From an optimization exercise on the open Yosys and OpenROAD flow, aimed at small area; shortcuts taken in it are not production practice. Only simulation tests tie the RTL to the original design; equivalence was not proved. Power and IR drop assume default switching activity.

$ cat constraint.sdc
create_clock -name core_clock -period 10.0 [get_ports {clk}]
set_input_delay 2.0000 -clock core_clock [delete_from_list [all_inputs] [get_ports {clk}]]
set_output_delay 2.0000 -clock core_clock [all_outputs]
set_load 0.01 [all_outputs]
$ cat config.mk
export PLATFORM = sky130hd
export DESIGN_NAME = VGAanimatedObject
export DESIGN_NICKNAME = VGAanimatedObject
export VERILOG_FILES = /design/flow/design.v
export SDC_FILE = /design/flow/constraint.sdc
export NUM_CORES = 4
export LEC_CHECK = 0
export CAP_MARGIN = 20
export CORE_MARGIN = 2
export CORE_UTILIZATION = 40
export SLEW_MARGIN = 20
$ cat run.sh
#!/bin/bash
# synth_recipe.tcl (not shown) runs the flow's synth.tcl, then flattens the netlist and writes it again
# the make line also repeats each setting of config.mk as NAME=value (left out here)
make -C /OpenROAD-flow-scripts/flow DESIGN_CONFIG=/design/flow/config.mk WORK_HOME=/design/flow/orfs CLKGATE_MAP_FILE= SYNTH_SCRIPT=/design/flow/synth_recipe.tcl finish
$ cat design.v
module vgaSync(clk, rst, hsync, vsync, video_on, p_tick, pixel_x, pixel_y);
input clk, rst;
output hsync, vsync, video_on, p_tick;
output [9:0] pixel_x, pixel_y;
parameter HD = 640;  
parameter HF = 48;  
parameter HB = 16;  
parameter HR = 96;  
parameter VD = 480;  
parameter VF = 10;  
parameter VB = 33;  
parameter VR = 2;  
reg [1:0] mod4;
wire [1:0] mod4Next;
reg [9:0] h_count, h_countNext;
reg [9:0] v_count, v_countNext;
reg v_sync, h_sync;
wire v_syncNext, h_syncNext;
wire h_end, v_end, pixel_tick;
always @(posedge clk) begin
		mod4 <= mod4Next;
		v_count <= v_countNext;
		h_count <= h_countNext;
		v_sync <= v_syncNext;
		h_sync <= h_syncNext;
end
assign mod4Next = rst ? 0 : mod4+1;
assign pixel_tick = (mod4 == 0);
assign h_end = (h_count == (HD+HF+HB+HR-1));
assign v_end = (v_count == (VD+VF+VB+VR-1));
always @(*) begin
	h_countNext = h_count;
	if(rst)
		h_countNext = 0;
	else if(pixel_tick)  
		if(h_end)
			h_countNext = 0;
		else
			h_countNext = h_count + 1;
end
always @(*) begin
	v_countNext = v_count;
	if(rst)
		v_countNext = 0;
	else if(pixel_tick & h_end)
		if(v_end)
			v_countNext = 0;
		else
			v_countNext = v_count + 1;
end
assign h_syncNext = rst ? 0 : (h_count >= (HD+HB) && h_count <= (HD+HB+HR-1));
assign v_syncNext = rst ? 0 : (v_count >= (VD+VB) && v_count <= (VD+VB+VR-1));
assign video_on = (h_count < HD) && (v_count < VD);
assign hsync = h_sync;
assign vsync = v_sync;
assign p_tick = (mod4 == 0);
assign pixel_x = h_count;
assign pixel_y = v_count;
endmodule
`timescale 1ns / 1ps
module pixelGeneration(
    input clk, 
    input rst, 
    input switch, 
    input [9:0] pixel_x, 
    input [9:0] pixel_y, 
    input video_on, 
    input [3:0] push, 
    output reg [2:0] rgb
);
    reg [9:0] square_x_start;
    reg [9:0] square_y_start;
    reg [9:0] square_x_end;
    reg [9:0] square_y_end;
    reg [23:0] speed_counter;
    wire speed_tick;
    wire [23:0] speed_limit = switch ? 24'd400 : 24'd800;
    always @(posedge clk or posedge rst) begin
        if (rst)
            speed_counter <= 0;
        else if (speed_counter >= speed_limit)
            speed_counter <= 0;
        else
            speed_counter <= speed_counter + 1;
    end
    assign speed_tick = (speed_counter == 0);
    always @(posedge clk or posedge rst) begin
        if (rst) begin
            square_x_start <= 320;
            square_y_start <= 220;
            square_x_end <= 360;
            square_y_end <= 260;
        end else if (speed_tick) begin
            if (push[0] && square_y_start > 0) begin  
                square_y_start <= square_y_start + 1;
                square_y_end <= square_y_end + 1;
            end
            if (push[3] && square_y_end < 479) begin  
                square_y_start <= square_y_start - 1;
                square_y_end <= square_y_end - 1;
            end
            if (push[2] && square_x_start > 0) begin  
                square_x_start <= square_x_start - 1;
                square_x_end <= square_x_end - 1;
            end
            if (push[1] && square_x_end < 639) begin  
                square_x_start <= square_x_start + 1;
                square_x_end <= square_x_end + 1;
            end
        end
    end
    wire square_on = (pixel_x >= square_x_start && pixel_x < square_x_end) &&
                     (pixel_y >= square_y_start && pixel_y < square_y_end);
    always @(*) begin
        rgb = 3'b000;  
        if (video_on) begin
            if (square_on)
                rgb = 3'b010;  
            else
                rgb = 3'b001;  
        end
    end
endmodule
module VGAanimatedObject(clk, rst, switch, push, hsync, vsync, rgb);
input clk, rst;
input switch;
input [3:0] push;
output hsync, vsync;
output [2:0] rgb;
wire video_on;
wire [9:0] pixel_x, pixel_y;
vgaSync vgaSync(.clk(clk), .rst(rst), .hsync(hsync), .vsync(vsync), .video_on(video_on), .p_tick(), .pixel_x(pixel_x), .pixel_y(pixel_y));
pixelGeneration pixelGeneration(.clk(clk), .rst(rst), .push(push), .switch(switch), .pixel_x(pixel_x), .pixel_y(pixel_y), .video_on(video_on), .rgb(rgb));
endmodule
==> impl_metrics.py, run 1 <==
metrics = {
    "status": {
        "status": "no timing/DRC/antenna violations",
    },
    "logic_synthesis": {
        "yosys.area.top_type": "dfrtp_1",
        "synth-edff-count": 0,
        "synth_top_area_share_pct": 21.4,
        "synth-main-ff-cell": "dfrtp_1",
        "ys_ff_latch": 88,
        "seq_area_frac_synth_pct": 35.1,
        "synthTopCellsByCount": "ha_1 (83), inv_1 (61), nor2_1 (59)",
        "syn_avg_cell_area_um2": 9.72,
        "synth_area_leaders": "dfrtp_1 (21%), ha_1 (17%), dfxtp_1 (8.0%)",
        "syn-instance-count": 614,
        "syn_area_um2": 5970,
        "yosys_warnings": 2,
        "synth_async_sr_flop_share_pct": 72.7,
        "ys_types": 60,
        "yosysMostFrequentCell": "ha_1",
    },
    "floorplanning": {
        "core_um2": 14500,
        "start_util_pct": 41.1,
        "die_y_um": 126,
        "die_x_um": 126,
        "ios": 12,
        "num_rows": 44,
        "dieArea_um2": 15900,
    },
    "clocking": {
        "clock_latency_ns": 0.35,
        "root_buffer": "clkbuf_16",
        "cts_setup_buffers": 0,
        "cts_made_buffers": 9,
        "clk_pin_slew_ns": 0.06,
        "cts_buffer_depth": 2,
        "clock_sinks": 88,
        "postCtsResizedCells": 0,
        "htreeDepth": 3,
        "cts_tree": "yes",
        "cts_hold_buf": 0,
    },
    "timing": {
        "worst_slack_ns": 4.86,
        "grt_setup_unrepaired": "false",
        "final.setup_skew_ns": 0.00666,
        "period_minus_slack_ns": 5.14,
        "fmax_mhz": 194,
        "period_share_pct": 51.4,
        "setup_tns_ns": 0,
        "setup_viol": 0,
        "tightest_slew_ns": 0.937,
        "drv_slew": 0,
        "hold_viol": 0,
        "maxSlewHeadroom_pct": 37.5,
    },
    "route": {
        "num_vias": 4432,
        "ant_nets": 0,
        "wl_um": 12200,
        "route.detailed.wl_per_inst_um": 14.6,
        "remaining_drc_errors": 0,
        "drtPass1Iterations": 5,
        "drt_iter0_markers": 180,
        "vias_per_cell": 5.33,
    },
    "pwr": {
        "power_frac_seq_pct": 48.9,
        "cellPowerDensity_nw_per_um2": 113,
        "clkPwrFrac_pct": 44.3,
        "vdd.ir_drop.worst_mv": 0.0883,
        "switchingPower_w": 0.000186,
        "switching_share_pct": 24.9,
        "p_int_w": 0.000560,
        "comb_power_share_pct": 6.8,
        "leakage_nw": 3.11,
    },
    "critical_path": {
        "worstPathMaxFanout": 3,
        "crit_arrival_ns": 3.14,
        "crit_path_end_kind": "primary output",
        "critPathKind": "reg2out",
        "critical_path_required_ns": 8.00,
        "crit_path_start_kind": "flip-flop",
    },
    "final_layout": {
        "fin_cells": 831,
        "final_area_um2": 6600,
        "antennaDiodeCount": 0,
        "layout.nets": 736,
        "syn2layout_area_growth_pct": 10.6,
        "drive_gt1_share_pct": 7.73,
        "nFillCells": 1426,
    },
    "global_route": {
        "overflow": 0,
        "grt.total_usage_pct": 16.1,
        "grt_pass1_vias": 4489,
        "grt_pass1_wl_um": 21000,
        "antenna_found_initial": 0,
        "grt_start_max_net_pins": 66,
    },
    "run": {
        "maxCapViolCount": 0,
    },
    "placed_design": {
        "dp_worst_setup_slack_ns": 5.19,
        "dp_hpwl_um": 8990,
        "gp_congestion": 0.788,
        "io_buffers": 10,
        "placed_cells": 815,
        "post_dp_cell_area_um2": 6310,
    },
    "hold_path": {
        "hp-class": "reg2reg",
    },
}
==> layout by cell type, fill, tap and decap left out, types with 23 or more instances in the layout <==
| cell | synthesis | final |
|---|---|---|
| xnor2_1 | 31 | 31 |
| nor2_1 | 59 | 59 |
| ha_1 | 83 | 83 |
| dfrtp_1 | 51 | 51 |
| xor2_1 | 27 | 27 |
| o21ai_0 | 26 | 25 |
| a21oi_1 | 23 | 23 |
| mux2i_1 | 25 | 25 |
| inv_1 | 61 | 60 |
| dfxtp_1 | 24 | 24 |
==> worst max-delay path, cell delays in order, from the launching register on <==
cell and delay (ns):
dfstp_2 0.54, inv_1 0.05, ha_1 0.31, a21o_1 0.18, a21o_1 0.17, a221oi_1 0.31
o21ai_0 0.16, a211oi_1 0.29, and3b_1 0.24, clkdlybuf4s50_1 0.54
==> metrics by stage <==
| step | hold WS, ns | total power [W] | utilization [%] |
|---|---|---|---|
| detailed placement | 0.407 | 0.000423 | 43.4 |
| global placement | 0.402 | 0.000421 | 43.4 |
| CTS | 0.417 | 0.000757 | 45.4 |
| finish | 0.412 | 0.000746 | 45.4 |
| global route | 0.447 | 0.000779 | 45.4 |
| floorplan | 0.393 | 0.000409 | - |
==> flip-flops by register name (all words and copies together) (netlist names) <==
| name | flops |
|---|---|
| pixelGeneration.speed_counter | 24 |
| pixelGeneration.square_x_end | 10 |
| pixelGeneration.square_x_start | 10 |
| pixelGeneration.square_y_end | 10 |
| pixelGeneration.square_y_start | 10 |
| vgaSync.h_count | 10 |
| vgaSync.h_sync | 1 |
| vgaSync.mod4 | 2 |
| vgaSync.v_count | 10 |
| vgaSync.v_sync | 1 |
==> power groups by stage <==
| stage | Combinational [W] | Sequential (W) | Clock [W] |
|---|---|---|---|
| final | 0.0000509 | 0.000364 | 0.000331 |
| after detailed placement | 0.0000513 | 0.000371 | 0 |
| after CTS | 0.0000514 | 0.000364 | 0.000342 |
| after global routing | 0.0000587 | 0.000365 | 0.000356 |
| after floorplan | 0.0000389 | 0.000370 | 0 |
| after global placement | 0.0000494 | 0.000371 | 0 |
==> logic make-up after synthesis <==
family / Yosys count / share of synthesized area, %
compound gates: 112 / 13.0
xor+xnor: 58 / 8.51
fa+ha+maj: 87 / 18.7
buf+inv: 69 / 4.74
flops: 88 / 35.1
mux: 31 / 5.32
other cells: 1 / 0.0628
simple gates: 168 / 14.5
==> final timing paths <==
kind	from	endpoint	slack [ns]	cells past startpoint
max	pixelGeneration.square_x_end[3]	rgb[1]	4.86	9
min	vgaSync.mod4[0]	vgaSync.mod4[0]	0.41	1
max reg2reg	pixelGeneration.square_x_end[5]	pixelGeneration.square_x_start[9]	6.30	10
min reg2reg	vgaSync.mod4[0]	vgaSync.mod4[0]	0.41	1
max in group asynchronous	rst	pixelGeneration.speed_counter[11]	6.90	3
min in group asynchronous	rst	pixelGeneration.square_x_end[0]	2.51	3
==> final cells by class <==
type	instances	area, um2	area share [%]
repair buffers	12	115	1.74
multi-input cells	470	3640	55.1
clock inverters	6	51.3	0.777
well taps	184	230	3.49
flip-flops and latches	88	2100	31.8
clock buffers	10	239	3.62
inverters	61	229	3.47
==> metal layers <==
metal / up-vias / part of all wire, % / track usage (%)
li1: 2215 / - / -
met1: 2155 / 48 / 20.5
met2: 50 / 48 / 27.8
met3: 12 / 2.9 / 3.78
met4: 0 / 1.3 / 3.88
met5: - / 0 / 0
==> run 2, diff against run 1 <==
==> design.v (replaced) <==
module vgaSync(clk, rst, hsync, vsync, video_on, pixel_x, pixel_y);
input clk, rst;
output hsync, vsync, video_on;
output [9:0] pixel_x, pixel_y;
reg [1:0] ph;
reg [9:0] h;
reg [9:0] v;
reg hs, vs;
wire [10:0] hc;
wire [10:0] vc;
assign hc[0] = ph[1] & ph[0];                 
genvar i;
generate for (i = 0; i < 10; i = i + 1) begin : ch
    assign hc[i+1] = hc[i] & h[i];
    assign vc[i+1] = vc[i] & v[i];
end endgenerate
wire line_end = hc[5] & h[9] & h[8];          
assign vc[0] = line_end;
wire frame_end = line_end & v[9] & v[3] & v[2];  
always @(posedge clk) begin
    ph[0] <= rst | ~ph[0];
    ph[1] <= rst | (ph[1] ^ ph[0]);
    h <= (rst | line_end) ? 10'd0 : (h ^ hc[9:0]);
    v <= (rst | frame_end) ? 10'd0 : (v ^ vc[9:0]);
    hs <= ~rst & h[9] & ~h[8] & h[7] & (h[6] | h[5] | h[4]) & ~(h[6] & h[5] & h[4]);
    vs <= ~rst & v[9] & ~v[3] & ~v[2] & (v[1] ^ v[0]);
end
assign hsync = hs;
assign vsync = vs;
assign video_on = ~(h[9] & (h[8] | h[7])) & ~v[9] & ~(v[8] & v[7] & v[6] & v[5]);
assign pixel_x = h;
assign pixel_y = v;
endmodule
module pixelGeneration(
    input clk,
    input rst,
    input switch,
    input [9:0] pixel_x,
    input [9:0] pixel_y,
    input video_on,
    input [3:0] push,
    output [2:0] rgb
);
    reg [9:0] xs;
    reg [9:0] ys;
    reg [9:0] sc;    
    genvar i;
    wire ge400 = sc[9] | (sc[8] & sc[7] & (sc[6] | sc[5] | sc[4]));
    wire ge800 = sc[9] & sc[8] & sc[5];
    wire wrap = switch ? ge400 : ge800;
    wire tick = ~|sc;
    wire [10:0] sc_c;
    assign sc_c[0] = 1'b1;
    generate for (i = 0; i < 10; i = i + 1) begin : scc
        assign sc_c[i+1] = sc_c[i] & sc[i];
    end endgenerate
    always @(posedge clk or posedge rst) begin
        if (rst)
            sc <= 0;
        else
            sc <= wrap ? 10'd0 : (sc ^ sc_c[9:0]);
    end
    wire y_dn_ok = (ys <= 10'd438) | (ys >= 10'd984);
    wire y_up_ok = |ys;
    wire x_rt_ok = ~(xs[9] & xs[6] & xs[4] & xs[2] & xs[1] & xs[0]);
    wire x_lf_ok = |xs;
    wire y_dn = push[3] & y_dn_ok;
    wire y_en = tick & (y_dn | (push[0] & y_up_ok));
    wire x_up = push[1] & x_rt_ok;
    wire x_en = tick & (x_up | (push[2] & x_lf_ok));
    wire [10:0] yt, xt;
    assign yt[0] = y_en;
    assign xt[0] = x_en;
    generate for (i = 0; i < 10; i = i + 1) begin : udc
        assign yt[i+1] = yt[i] & (ys[i] ^ y_dn);
        assign xt[i+1] = xt[i] & (xs[i] ^ ~x_up);
    end endgenerate
    always @(posedge clk or posedge rst) begin
        if (rst) begin
            xs <= 10'd320;
            ys <= 10'd220;
        end else begin
            xs <= xs ^ xt[9:0];
            ys <= ys ^ yt[9:0];
        end
    end
    wire [10:0] bx, by;
    wire [9:0] dx, dy;
    assign bx[0] = 1'b0;
    assign by[0] = 1'b0;
    generate for (i = 0; i < 10; i = i + 1) begin : sub
        assign dx[i] = pixel_x[i] ^ xs[i] ^ bx[i];
        assign bx[i+1] = (~pixel_x[i] & xs[i]) | (~(pixel_x[i] ^ xs[i]) & bx[i]);
        assign dy[i] = pixel_y[i] ^ ys[i] ^ by[i];
        assign by[i+1] = (~pixel_y[i] & ys[i]) | (~(pixel_y[i] ^ ys[i]) & by[i]);
    end endgenerate
    wire in_x = ~|dx[9:6] & ~(dx[5] & (dx[4] | dx[3]));
    wire in_y = ~|dy[9:6] & ~(dy[5] & (dy[4] | dy[3])) & ~ys[9];
    wire sq = in_x & in_y;
    assign rgb = {1'b0, video_on & sq, video_on & ~sq};
endmodule
module VGAanimatedObject(clk, rst, switch, push, hsync, vsync, rgb);
input clk, rst;
input switch;
input [3:0] push;
output hsync, vsync;
output [2:0] rgb;
wire video_on;
wire [9:0] pixel_x, pixel_y;
vgaSync vgaSync(.clk(clk), .rst(rst), .hsync(hsync), .vsync(vsync), .video_on(video_on), .pixel_x(pixel_x), .pixel_y(pixel_y));
pixelGeneration pixelGeneration(.clk(clk), .rst(rst), .push(push), .switch(switch), .pixel_x(pixel_x), .pixel_y(pixel_y), .video_on(video_on), .rgb(rgb));
endmodule
--- a/config.mk
+++ b/config.mk
@@ -5,7 +5,8 @@
 export SDC_FILE = /design/flow/constraint.sdc
 export NUM_CORES = 4
 export LEC_CHECK = 0
+export ABC_AREA = 1
 export CAP_MARGIN = 20
 export CORE_MARGIN = 2
-export CORE_UTILIZATION = 40
+export CORE_UTILIZATION = 70
 export SLEW_MARGIN = 20
==> impl_metrics.py, run 2 <==
metrics = {
    "final_layout": {
        "layout.nets": 440,
        "nFillCells": 348,
        "final_cell_mix": "inv_1 (73), nor2_1 (48), nand2_1 (34), ha_1 (32)",
        "antennaDiodeCount": 0,
        "multi_input_area_um2": 1780,
        "fin_cells": 444,
        "final_common_cell": "inv_1",
        "regArea_um2": 1240,
        "drive_gt1_share_pct": 10.3,
        "syn2layout_area_growth_pct": 7.36,
    },
    "global_route": {
        "grt_pass1_vias": 2185,
        "antenna_found_initial": 0,
        "grt_start_max_net_pins": 36,
        "overflow": 0,
        "grt.total_usage_pct": 23.4,
        "grt_pass1_wl_um": 9590,
    },
    "critical_path": {
        "worstPathMaxFanout": 7,
        "critPathKind": "reg2out",
        "crit_path_end_kind": "primary output",
        "crit_path_start_kind": "flip-flop",
        "slowest_delay_ns": 0.60,
        "worstPathCellList": "ha_1, a21o_1, a21o_1, fa_1, inv_1, fa_1, inv_1, fa_1, fa_1, fa_1, fa_1, nand4_1, nor2_1, nand3_1, nor4_1, clkdlybuf4s50_1",
        "cp_top_family": "adder cells",
        "path_buf_inv": 3,
        "slowest_stage": "clkdlybuf4s50_1",
        "cp_common_cell": "fa_1",
        "critical_path_required_ns": 8.00,
        "crit_arrival_ns": 5.29,
    },
    "timing": {
        "setup_viol": 0,
        "maxSlewHeadroom_pct": 52.6,
        "period_minus_slack_ns": 7.29,
        "period_share_pct": 72.9,
        "worst_slack_ns": 2.71,
        "drv_slew": 0,
        "setup_tns_ns": 0,
        "grt_setup_unrepaired": "false",
        "hold_slack_ns": 0.415,
        "tightest_slew_ns": 0.712,
        "hold_viol": 0,
        "final.setup_skew_ns": 0.00739,
        "fmax_mhz": 137,
    },
    "logic_synthesis": {
        "synth-main-ff-cell": "dfxtp_1",
        "ys_ff_latch": 54,
        "seq_area_frac_synth_pct": 37.0,
        "syn_avg_cell_area_um2": 8.94,
        "syn_area_um2": 3350,
        "ys_types": 41,
        "synth_area_leaders": "dfrtp_1 (17%), dfxtp_1 (14%), ha_1 (12%)",
        "yosys_warnings": 2,
        "yosysMostFrequentCell": "inv_1",
        "synth_async_sr_flop_share_pct": 55.6,
        "synthTopCellsByCount": "inv_1 (73), nor2_1 (48), nand2_1 (34)",
        "synth_top_area_share_pct": 17.2,
        "yosys.area.top_type": "dfrtp_1",
        "synth-edff-count": 0,
        "syn-instance-count": 375,
    },
    "clocking": {
        "cts_buffer_depth": 2,
        "root_buffer": "clkbuf_8",
        "cts_made_buffers": 5,
        "clk_pin_slew_ns": 0.10,
        "htreeDepth": 2,
        "cts_tree": "yes",
        "clock_latency_ns": 0.31,
        "cts_hold_buf": 0,
        "cts_setup_buffers": 0,
        "clock_sinks": 54,
        "postCtsResizedCells": 0,
    },
    "pwr": {
        "vdd.ir_drop.worst_mv": 0.130,
        "cellPowerDensity_nw_per_um2": 187,
        "clkPwrFrac_pct": 21.8,
        "leakage_nw": 1.78,
        "p_int_w": 0.000427,
        "comb_power_share_pct": 31.8,
        "switchingPower_w": 0.000247,
        "finalPower_w": 0.000674,
        "switching_share_pct": 36.6,
        "power_frac_seq_pct": 46.4,
    },
    "floorplanning": {
        "dieArea_um2": 5360,
        "start_util_pct": 71.9,
        "core_um2": 4660,
        "die_y_um": 73.2,
        "die_x_um": 73.2,
        "ios": 12,
        "num_rows": 25,
    },
    "hold_path": {
        "hp-class": "reg2reg",
    },
    "placed_design": {
        "dp_hpwl_um": 4270,
        "placed_cells": 436,
        "gp_congestion": 0.849,
        "dp_worst_setup_slack_ns": 3.04,
        "io_buffers": 10,
    },
    "run": {
        "maxCapViolCount": 0,
    },
    "route": {
        "drtPass1Iterations": 4,
        "remaining_drc_errors": 0,
        "wl_um": 5480,
        "num_vias": 2269,
        "vias_per_cell": 5.11,
        "ant_nets": 0,
        "route.detailed.wl_per_inst_um": 12.3,
        "drt_iter0_markers": 116,
    },
    "status": {
        "status": "no timing/DRC/antenna violations",
    },
}
## run 2: cell types whose count changed after synthesis, moves of 16 or more
cell	before	now
o21ai_0	26	4
dfrtp_1	51	23
nand2_1	18	34
mux2i_1	25	0
a21oi_1	23	7
xnor2_1	31	7
ha_1	83	32
## run 2: kinds of logic after synthesis
group / Yosys count / synth area share, %
AND/OR/NAND/NOR: 140 / 21.3
flip-flops: 54 / 37.0
AO/OA/AOI/OAI: 23 / 4.37
XOR/XNOR: 31 / 8.10
buffers and inverters: 82 / 10.0
other: 1 / 0.112
adder cells (fa/ha/maj): 44 / 19.1
## run 2: area by class of cell
type | count | share of cell area [%]
clock inverter | 3 | 1.25
sequential | 54 | 34.5
inverter | 78 | 8.14
clock buffer | 5 | 1.91
multi-input combinational | 239 | 49.4
tap | 54 | 1.88
timing repair buffer | 11 | 2.99
## run 2: final timing paths
kind                       depth (start not counted)                   from  slack [ns]                    end
max                                               16  pixelGeneration.ys[1]        2.71                 rgb[1]
min                                                1          vgaSync.ph[0]        0.42          vgaSync.ph[0]
max reg2reg                                       19          vgaSync.ph[0]        6.14           vgaSync.v[9]
min reg2reg                                        1          vgaSync.ph[0]        0.42          vgaSync.ph[0]
max in group asynchronous                          3                    rst        7.56  pixelGeneration.xs[6]
min in group asynchronous                          3                    rst        2.09  pixelGeneration.sc[9]
## run 2: per-layer routing
layer / up-vias / global-route usage [%] / part of all wire, %
li1: 1194 / - / -
met1: 1054 / 32.7 / 50
met2: 17 / 37.2 / 47
met3: 4 / 4.83 / 2.4
met4: 0 / 6.17 / 0.60
met5: - / 0 / 0
## run 2: worst register-to-register path, stage by stage (launching register included)
cell and delay [ns]:
dfxtp_1 0.33, ha_1 0.20, ha_1 0.20, ha_1 0.20, ha_1 0.20, ha_1 0.20
ha_1 0.23, nand3_1 0.13, inv_1 0.06, ha_1 0.19, ha_1 0.21, ha_1 0.20
ha_1 0.20, ha_1 0.20, ha_1 0.20, ha_1 0.20, ha_1 0.20, ha_1 0.20
xnor2_1 0.14, nor2_1 0.06
## run 2: metrics by stage
step	area [um2]	utilization [%]
floorplan	3350	-
global placement	3480	74.7
detailed placement	3480	74.7
CTS	3600	77.2
global route	3600	77.2
finish	3600	77.2
## run 2: power groups by stage
stage	logic [W]	registers, W	clock network [W]
after floorplan	0.000175	0.000306	0
after detailed placement	0.000214	0.000317	0
after CTS	0.000218	0.000313	0.000152
final	0.000214	0.000313	0.000147
after global placement	0.000206	0.000315	0
after global routing	0.000251	0.000320	0.000161
==> run 3, diff against run 2 <==
--- a/config.mk
+++ b/config.mk
@@ -5,8 +5,7 @@
 export SDC_FILE = /design/flow/constraint.sdc
 export NUM_CORES = 4
 export LEC_CHECK = 0
-export ABC_AREA = 1
 export CAP_MARGIN = 20
 export CORE_MARGIN = 2
-export CORE_UTILIZATION = 70
+export CORE_UTILIZATION = 40
 export SLEW_MARGIN = 20
==> impl_metrics.py, run 3 <==
metrics = {
    "pwr": {
        "cellPowerDensity_nw_per_um2": 109,
        "leakage_nw": 1.61,
        "vdd.ir_drop.worst_mv": 0.0559,
    },
    "critical_path": {
        "crit_arrival_ns": 5.47,
        "path_buf_inv": 3,
        "slowest_delay_ns": 0.59,
        "slowest_stage": "clkdlybuf4s50_1",
        "crit_path_start_kind": "flip-flop",
        "worstPathMaxFanout": 8,
        "critPathKind": "reg2out",
        "worstPathCellList": "ha_1, and3b_2, o21ai_0, nand2b_1, fa_1, inv_1, fa_1, inv_1, fa_1, fa_1, fa_1, fa_1, nand4_1, or3_1, nor4_1, clkdlybuf4s50_1",
        "crit_path_end_kind": "primary output",
        "cp_top_family": "adder cells",
        "critical_path_required_ns": 8.00,
        "cp_common_cell": "fa_1",
    },
    "logic_synthesis": {
        "syn_avg_cell_area_um2": 10.4,
        "yosys.area.top_type": "dfrtp_1",
        "synth-main-ff-cell": "dfxtp_1",
        "synth_area_leaders": "dfrtp_1 (17%), dfxtp_1 (14%), ha_1 (12%)",
        "seq_area_frac_synth_pct": 36.7,
        "ys_ff_latch": 54,
        "synth-edff-count": 0,
        "yosys_warnings": 2,
        "syn_area_um2": 3370,
        "syn-instance-count": 325,
        "ys_types": 59,
        "synth_top_area_share_pct": 17.1,
        "synth_async_sr_flop_share_pct": 55.6,
        "yosysMostFrequentCell": "ha_1",
        "synthTopCellsByCount": "ha_1 (32), and2_1 (30), inv_1 (29)",
    },
    "placed_design": {
        "dp_hpwl_um": 4710,
        "gp_congestion": 0.814,
        "io_buffers": 10,
    },
    "final_layout": {
        "regArea_um2": 1240,
        "multi_input_area_um2": 1970,
        "drive_gt1_share_pct": 10.1,
        "antennaDiodeCount": 0,
        "layout.nets": 385,
        "syn2layout_area_growth_pct": 7.97,
        "final_common_cell": "ha_1",
        "nFillCells": 809,
        "final_cell_mix": "ha_1 (32), and2_1 (30), inv_1 (29), dfxtp_1 (24), dfrtp_1 (23)",
    },
    "timing": {
        "drv_slew": 0,
        "final.setup_skew_ns": 0.00876,
        "period_minus_slack_ns": 7.47,
        "fmax_mhz": 134,
        "hold_slack_ns": 0.410,
        "grt_setup_unrepaired": "false",
        "tightest_slew_ns": 0.711,
        "period_share_pct": 74.7,
        "setup_viol": 0,
        "maxSlewHeadroom_pct": 52.5,
        "hold_viol": 0,
        "setup_tns_ns": 0,
    },
    "status": {
        "status": "no timing/DRC/antenna violations",
    },
    "route": {
        "vias_per_cell": 5.21,
        "num_vias": 2294,
        "drt_iter0_markers": 87,
        "remaining_drc_errors": 0,
        "wl_um": 6230,
        "route.detailed.wl_per_inst_um": 14.2,
        "drtPass1Iterations": 4,
        "ant_nets": 0,
    },
    "global_route": {
        "overflow": 0,
        "grt_start_max_net_pins": 33,
        "grt.total_usage_pct": 15.7,
        "grt_pass1_wl_um": 11300,
        "grt_pass1_vias": 2387,
        "antenna_found_initial": 0,
    },
    "floorplanning": {
        "start_util_pct": 41.1,
        "dieArea_um2": 9190,
        "num_rows": 33,
        "ios": 12,
        "core_um2": 8220,
        "die_x_um": 95.9,
        "die_y_um": 95.9,
    },
    "clocking": {
        "clock_sinks": 54,
        "clk_pin_slew_ns": 0.10,
        "cts_buffer_depth": 2,
        "htreeDepth": 2,
        "cts_setup_buffers": 0,
        "root_buffer": "clkbuf_8",
        "cts_hold_buf": 0,
        "cts_tree": "yes",
        "clock_latency_ns": 0.31,
        "postCtsResizedCells": 0,
        "cts_made_buffers": 5,
    },
    "hold_path": {
        "hp-class": "reg2reg",
    },
    "run": {
        "maxCapViolCount": 0,
    },
}
==> run 3: changes by cell type in the layout (fill, tap and decap cells not counted), moves of 8 or more <==
cell,delta
nand3_1,-8
and2_1,+30
xnor2_1,+12
xor2_1,-15
nand2_1,-23
inv_1,-44
nor2_1,-37
==> run 3: per-layer routing <==
metal	part of all wire (%)	vias to the layer above	global-route usage, %
met5	0	-	0
met3	2.7	8	3.05
li1	-	1148	-
met1	50	1107	21.6
met4	1.3	0	4.29
met2	46	31	25.2
==> run 3: layout make-up <==
cell class	count	area share, %
tap	105	3.61
inverter	29	2.99
multi-input combinational	233	54.1
timing repair buffer	11	2.95
clock buffer	6	1.99
clock inverter	2	0.378
sequential	54	34.0
==> run 3: final timing paths <==
kind | from | to | slack [ns] | cells past startpoint
max | pixelGeneration.ys[1] | rgb[1] | 2.53 | 16
min | vgaSync.ph[0] | vgaSync.ph[0] | 0.41 | 1
max reg2reg | vgaSync.ph[0] | vgaSync.v[9] | 6.04 | 18
min reg2reg | vgaSync.ph[0] | vgaSync.ph[0] | 0.41 | 1
max in group asynchronous | rst | pixelGeneration.ys[3] | 7.39 | 3
min in group asynchronous | rst | pixelGeneration.ys[1] | 2.27 | 3
==> run 3: kinds of logic after synthesis <==
logic type               count (synthesis)  synth area share (%)
flip-flops                              54                  36.7
multiplexers                             8                  2.41
AND/OR/NAND/NOR                        117                  21.9
AO/OA/AOI/OAI                           35                  7.68
buffers and inverters                   38                  4.89
adder cells (fa/ha/maj)                 44                  19.0
other                                    1                 0.111
XOR/XNOR                                28                  7.27
==> run 3: metrics by stage <==
stage	instance area (um2)	total power [W]	worst slack (ns)	cells	utilization, %
6_report	3640	0.000397	2.53	440	44.3
5_1_grt	3640	0.000422	2.16	440	44.3
4_1_cts	3640	0.000405	2.44	440	44.3
3_5_place_dp	3560	0.000279	2.82	432	43.3
3_3_place_gp	3560	0.000277	2.92	432	43.3
2_1_floorplan	3370	0.000267	3.45	325	-
==> run 3: where the power goes <==
group,total [W],leakage (nW),internal [W],switching (W)
registers,0.000230,0.557,0.000223,0.00000710
logic,0.0000442,1.01,0.0000203,0.0000239
clock network,0.000123,0.0452,0.0000497,0.0000733
==> run 4, diff against run 3 <==
==> flow/run.sh (new file) <==
#!/bin/bash
# Own layout flow: the standard synthesis, then the combinational logic is
# re-mapped with a deeper ABC script (registers untouched), then the
# standard ORFS steps from floorplan on, with small port buffers and a
# clock tree without dummy loads.
set -euo pipefail
R=orfs/results/${FLOW_PLATFORM}/VGAanimatedObject/base
bash standard.sh synth > log_synth.txt 2>&1
cp $R/1_2_yosys.v reopt_in.v
yosys -s flow/reopt.ys > log_reopt.txt 2>&1
cp reopt_out.v $R/1_2_yosys.v
bash standard.sh finish \
  BUFFER_PORTS_ARGS="-buffer_cell sky130_fd_sc_hd__buf_1" \
  CTS_ARGS="-sink_clustering_enable -repair_clock_nets -dont_use_dummy_load" \
  > log_finish.txt 2>&1
==> flow/deep.abc (new file) <==
strash
&get -n
&deepsyn -T 60
&dch -f
&nf -p -a
&put
topo
==> flow/reopt.ys (new file) <==
# Re-map the combinational logic of the standard synthesis with a deeper ABC
# script.  Flip-flops (and tie cells) are kept as they are, with their names.
read_liberty -ignore_miss_func /OpenROAD-flow-scripts/flow/platforms/sky130hd/lib/sky130_fd_sc_hd__tt_025C_1v80.lib
read_verilog reopt_in.v
hierarchy -top VGAanimatedObject
setattr -mod -set keep_hierarchy 1 sky130_fd_sc_hd__df* sky130_fd_sc_hd__conb_1
flatten
opt_clean
abc -liberty /OpenROAD-flow-scripts/flow/platforms/sky130hd/lib/sky130_fd_sc_hd__tt_025C_1v80.lib -dont_use sky130_fd_sc_hd__probe* -dont_use sky130_fd_sc_hd__lpflow* -script flow/deep.abc
opt_clean -purge
setattr -mod -set blackbox 1 sky130_fd_sc_hd__*
stat -liberty /OpenROAD-flow-scripts/flow/platforms/sky130hd/lib/sky130_fd_sc_hd__tt_025C_1v80.lib
write_verilog -noattr -nohex -nodec reopt_out.v
==> standard.sh (new file) <==
#!/bin/bash
# synth_recipe.tcl (not shown) runs the flow's synth.tcl, then flattens the netlist and writes it again
# the make line also repeats each setting of config.mk as NAME=value (left out here)
make -C /OpenROAD-flow-scripts/flow DESIGN_CONFIG=/design/flow/config.mk WORK_HOME=/design/flow/orfs CLKGATE_MAP_FILE= SYNTH_SCRIPT=/design/flow/synth_recipe.tcl "${@:-finish}"
removed: run.sh
==> impl_metrics.py, run 4 <==
metrics = {
    "floorplanning": {
        "start_util_pct": 41.3,
        "num_rows": 30,
        "dieArea_um2": 7660,
        "die_x_um": 87.5,
        "core_um2": 6760,
        "die_y_um": 87.5,
        "ios": 12,
    },
    "critical_path": {
        "cp_top_family": "flip-flops",
        "worstPathCellList": "nand2b_1, maj3_1, mux2i_1, a211oi_1, nand4_1, a211oi_1, nor2b_1, buf_1",
        "path_buf_inv": 1,
        "crit_arrival_ns": 2.60,
        "slowest_delay_ns": 0.67,
        "crit_path_end_kind": "primary output",
        "slowest_stage": "dfstp_2",
        "rrSetupSlack_ns": 7.05,
        "critical_path_required_ns": 8.00,
        "reg2reg_to": "pixelGeneration.ys[8]",
        "critPathKind": "reg2out",
        "worstPathMaxFanout": 13,
        "cp_common_cell": "a211oi_1",
        "reg2reg_from": "pixelGeneration.sc[5]",
        "rr_worst_depth": 7,
        "crit_path_start_kind": "flip-flop",
    },
    "timing": {
        "setup_tns_ns": 0,
        "worst_slack_ns": 5.40,
        "drv_slew": 0,
        "fmax_mhz": 217,
        "period_minus_slack_ns": 4.60,
        "hold_viol": 0,
        "grt_setup_unrepaired": "false",
        "tightest_slew_ns": 0.921,
        "setup_viol": 0,
        "period_share_pct": 46.0,
        "final.setup_skew_ns": 0.0151,
        "maxSlewHeadroom_pct": 37.9,
        "hold_slack_ns": 0.441,
    },
    "clocking": {
        "cts_made_buffers": 5,
        "postCtsResizedCells": 0,
        "clock_latency_ns": 0.31,
        "cts_buffer_depth": 2,
        "cts_tree": "yes",
        "cts_hold_buf": 0,
        "clk_pin_slew_ns": 0.09,
        "clock_sinks": 54,
        "htreeDepth": 2,
        "root_buffer": "clkbuf_8",
        "cts_setup_buffers": 0,
    },
    "global_route": {
        "grt_start_max_net_pins": 35,
        "antenna_found_initial": 0,
        "overflow": 0,
        "grt_pass1_wl_um": 9900,
        "grt_pass1_vias": 2151,
        "grt.total_usage_pct": 16.3,
    },
    "route": {
        "dr_wl_met3_um": 174,
        "wl_um": 5740,
        "num_vias": 2315,
        "vias_per_cell": 5.58,
        "drtPass1Iterations": 4,
        "highest_layer": "met4",
        "met1_length_um": 2920,
        "ant_nets": 0,
        "remaining_drc_errors": 0,
        "wl_met2_um": 2590,
        "route.detailed.wl_per_inst_um": 13.8,
        "drt_iter0_markers": 96,
    },
    "placed_design": {
        "gp_congestion": 0.802,
        "dp_worst_setup_slack_ns": 5.68,
        "dp_hpwl_um": 4180,
        "placed_cells": 410,
        "io_buffers": 10,
    },
    "pwr": {
        "vdd.ir_drop.worst_mv": 0.100,
        "cellPowerDensity_nw_per_um2": 203,
        "leakage_nw": 1.18,
    },
    "logic_synthesis": {
        "syn_area_um2": 2790,
        "yosys_warnings": 2,
        "syn_avg_cell_area_um2": 8.77,
        "syn-instance-count": 318,
    },
    "hold_path": {
        "hp-start": "vgaSync.ph[0]",
        "holdPathEnd": "vgaSync.ph[0]",
        "hp-class": "reg2reg",
        "worstHoldPathCells": 1,
    },
    "run": {
        "maxCapViolCount": 0,
    },
    "final_layout": {
        "final_cell_mix": "nor2_1 (35), nor3_1 (25), dfxtp_1 (24), dfrtp_1 (23), a21oi_1 (22)",
        "final_core_util_pct": 44.6,
        "layout.nets": 344,
        "drive_gt1_share_pct": 4.18,
        "final_common_cell": "nor2_1",
        "antennaDiodeCount": 0,
        "fin_cells": 415,
        "syn2layout_area_growth_pct": 7.99,
    },
    "status": {
        "status": "no timing/DRC/antenna violations",
    },
}
[run 4: worst max path at each step]
stage	from	end	slack, ns	depth (start not counted)
after floorplan	pixelGeneration.ys[1]	rgb[1]	6.02	7
after global placement	push[3]	pixelGeneration.ys[8]	5.73	7
after detailed placement	push[3]	pixelGeneration.ys[8]	5.68	7
after CTS	pixelGeneration.ys[4]	rgb[1]	5.40	8
after global routing	pixelGeneration.ys[1]	rgb[1]	5.18	8
final	pixelGeneration.ys[4]	rgb[1]	5.40	8
[run 4: report_power, final]
group	switching (W)	leakage (nW)	total, W	internal, W
Clock	0.0000674	0.0359	0.000113	0.0000454
Combinational	0.0000892	0.580	0.000167	0.0000776
Sequential	0.0000663	0.562	0.000331	0.000265
Total	0.000223	1.18	0.000610	0.000388
[run 4: routing by layer]
layer / vias to the layer above / global-route usage, %
li1: 1188 / -
met1: 1096 / 22.5
met2: 24 / 26.0
met3: 7 / 3.51
met4: 0 / 4.20
met5: - / 0
[run 4: area by class of cell]
cell class / instances / area (um2)
Multi-Input combinational cell: 246 / 1480
Fill cell: 679 / 3740
Timing Repair Buffer: 12 / 52.6
Clock buffer: 5 / 68.8
Sequential cell: 54 / 1240
Inverter: 18 / 67.6
Tap cell: 80 / 100
[run 4: per-stage QoR]
step	power, W	area, um2
after CTS	0.000617	3010
after global placement	0.000498	2940
after detailed placement	0.000502	2940
final	0.000610	3010
after floorplan	0.000455	2790
after global routing	0.000655	3010

==> static timing again, ports no longer ideal <==
In the flow no input, the clock included, has a driving cell. The finished layouts below were timed again as built, in two steps.
Step 1, drivers: a clkbuf_16 drives clk and a buf_2 each remaining input, both assumed.
Step 2 times the ports against the registers' clock, not the clock port: input delays grow and output delays shrink by t, the midpoint of the rising clock arrivals with the driver on.
Slacks: ideal ports / drivers / drivers and shift; pairs: ideal ports / drivers.
run	shift t [ns]	slack for setup (ns)	worst data-port slew with drivers (ns)
run 1	0.385	4.857 / 4.816 / 5.201	0.03
run 2	0.330	2.705 / 2.679 / 3.009	0.03
run 3	0.332	2.528 / 2.498 / 2.830	0.03
run 4	0.331	5.402 / 5.373 / 5.704	0.03
After both steps every run listed still meets setup and hold.
